What follows belongs to an exercise in optimizing a design on an open flow for small area; a production flow would make more cautious choices.
The RTL was checked by simulation tests, not by an equivalence proof against the original design.
Power and IR drop assume default switching activity.

## main
==> flow/design.v (excerpt) <==
module exception_handler
(
    input logic                             clock_i,
    input logic                             reset_ni,
    input logic [riscv_pkg::XLEN - 1:0]                pc_i,
    input riscv_privileged_pkg::csr_address_t                     csr_address_i,
    input riscv_privileged_pkg::csr_command_t                     csr_command_i,
    input logic [riscv_privileged_pkg::MXLEN - 1:0]               csr_write_data_i,
    input logic                             csr_exception_i,
    input riscv_privileged_pkg::csr_exception_cause_t             csr_exception_cause_i,
    input logic [riscv_pkg::XLEN - 1:0]                csr_exception_pc_i,
    input logic                             timer_interrupt_i,
    input logic                             instruction_retired_i,
    input logic                             mret_i,
    output logic [riscv_privileged_pkg::MXLEN - 1:0]              csr_read_data_o,
    output logic                            csr_read_data_valid_o,
    output logic [riscv_pkg::XLEN - 1:0]               trap_pc_o,
    output logic                            flush_pipeline_o
);
clock: 8.0 ns
lec_check: 0
cap_margin: 20
core_margin: 2
core_utilization: 40
place_density: 0.85
slew_margin: 20
synth_hierarchical: 1
synth_minimum_keep_size: 0
standard.sh (not shown) runs the stock make flow with config.mk's settings and CLKGATE_MAP_FILE= SYNTH_SCRIPT=/design/flow/synth_recipe.tcl, a recipe that flattens the netlist after the stock synthesis.
==> flow/flow/run.sh <==
#!/bin/bash
# The standard layout (standard.sh: the standard synthesis and ORFS flow) with three
# changes: combinational cells are set to their smallest size before floorplan
# (flow/downsize.tcl; repair sizes up what timing needs), the port buffers are plain buf_1
# cells, and the clock tree uses clkbuf_8 cells in larger within 50 um, without dummy loads.
# All output goes to standard_flow.log here (ORFS keeps each step's own log under orfs/logs/).
set -euo pipefail
export PRE_FLOORPLAN_TCL="$PWD/flow/downsize.tcl"
export BUFFER_PORTS_ARGS="-buffer_cell sky130_fd_sc_hd__buf_1"
export CTS_ARGS="-sink_clustering_enable -repair_clock_nets -buf_list sky130_fd_sc_hd__clkbuf_8 -dont_use_dummy_load -sink_clustering_size 15 -sink_clustering_max_diameter 60"
bash standard.sh > standard_flow.log 2>&1
==> flow/flow/downsize.tcl <==
# Sourced by ORFS at the start of floorplan (PRE_FLOORPLAN_TCL), after the synthesized
# netlist is loaded: every combinational cell that synthesis gave a stronger drive than it
# needs is put back to the smallest cell of its family (same function). Timing repair later
# in the flow sizes up whatever the timing or slew needs. Flip-flops, buffers and inverters
# are left alone.
set db [ord::get_db]
set block [ord::get_db_block]
array set best {}
foreach m [concat {*}[lmap l [$db getLibs] {$l getMasters}]] {
  set n [$m getName]
  if {![regexp {^(sky130_fd_sc_hd__[a-z0-9]+)_([0-9]+)$} $n -> fam drv]} { continue }
  set a [expr {[$m getWidth] * [$m getHeight]}]
  if {[info exists ::env(DONT_USE_CELLS)] && [lsearch -exact $::env(DONT_USE_CELLS) $n] >= 0} { continue }
  if {![info exists best($fam)] || $a < [lindex $best($fam) 1] || ($a == [lindex $best($fam) 1] && $drv > [lindex $best($fam) 2])} {
    set best($fam) [list $n $a $drv]
  }
}
set count 0
foreach inst [$block getInsts] {
  set m [$inst getMaster]
  set n [$m getName]
  if {![regexp {^(sky130_fd_sc_hd__[a-z0-9]+)_([0-9]+)$} $n -> fam drv]} { continue }
  if {[regexp {buf|inv|df|dl|sdf|edf|conb|tap|fill|decap} $fam]} { continue }
  if {![info exists best($fam)]} { continue }
  set a [expr {[$m getWidth] * [$m getHeight]}]
  if {[lindex $best($fam) 1] < $a} {
    replace_cell [$inst getName] [lindex $best($fam) 0]
    incr count
  }
}
puts "downsize.tcl: $count cells set to the smallest size of their family"
main did not stop at any stage, and its layout met the timing, design-rule and antenna checks.
Changes in the feature branch relative to main:
Settings: PLACE_DENSITY: 0.85 -> unset; CORE_UTILIZATION: 40 -> 60.
--- a/flow/flow/run.sh
+++ b/flow/flow/run.sh
@@ -8,4 +8,4 @@
 export PRE_FLOORPLAN_TCL="$PWD/flow/downsize.tcl"
 export BUFFER_PORTS_ARGS="-buffer_cell sky130_fd_sc_hd__buf_1"
-export CTS_ARGS="-sink_clustering_enable -repair_clock_nets -buf_list sky130_fd_sc_hd__clkbuf_8 -dont_use_dummy_load -sink_clustering_size 15 -sink_clustering_max_diameter 60"
+export CTS_ARGS="-sink_clustering_enable -repair_clock_nets -buf_list sky130_fd_sc_hd__clkbuf_8 -dont_use_dummy_load -sink_clustering_size 12 -sink_clustering_max_diameter 50"
 bash standard.sh > standard_flow.log 2>&1
==> comparison <==
- Where register-to-register slack is concerned, main is better than the feature branch.
- The feature branch against main: final area closely matched the old numbers; antenna diode instance count decreased by 3 relative to the old numbers; largest fanout on the critical path decreased by 2 relative to the old numbers.
- When the final numbers for the feature branch and main were put side by side, the switching share of power turned out to be smaller in the feature branch.
- Note that the count of placed standard cells including taps recorded for main amounts to 1.07 times the value seen in the feature branch.
- Between the feature branch and main, maximum frequency is lower for main, the feature branch comes in above that.

-- port drivers added, routing unchanged --
The results above use ideal ports. As a check the final layouts listed here were re-extracted and re-timed, cells and wires unchanged.
Step 1: set_driving_cell puts a clkbuf_16 on clock_i and a buf_2 on each other input, an assumption about the parent block.
Step 2 adds t to the input delays and takes it off the output delays; t is the mean of the earliest and latest rising clock arrival at the registers after step 1. Input paths then give back, and output paths get back, about the clock's delay inside the block.
Three values: no drivers, after step 1, after step 2; two values: the first two.
run	t, ns	setup WS [ns]	worst register clock-pin slew, ns
main	0.633	1.344 / 1.321 / 1.321	0.10 / 0.10
the feature branch	0.599	1.425 / 1.404 / 1.404	0.08 / 0.08
After both steps every run listed still meets setup and hold. The setup slack of main, which loses most, moves by -0.023 ns with the drivers and by -0.023 ns with both steps.
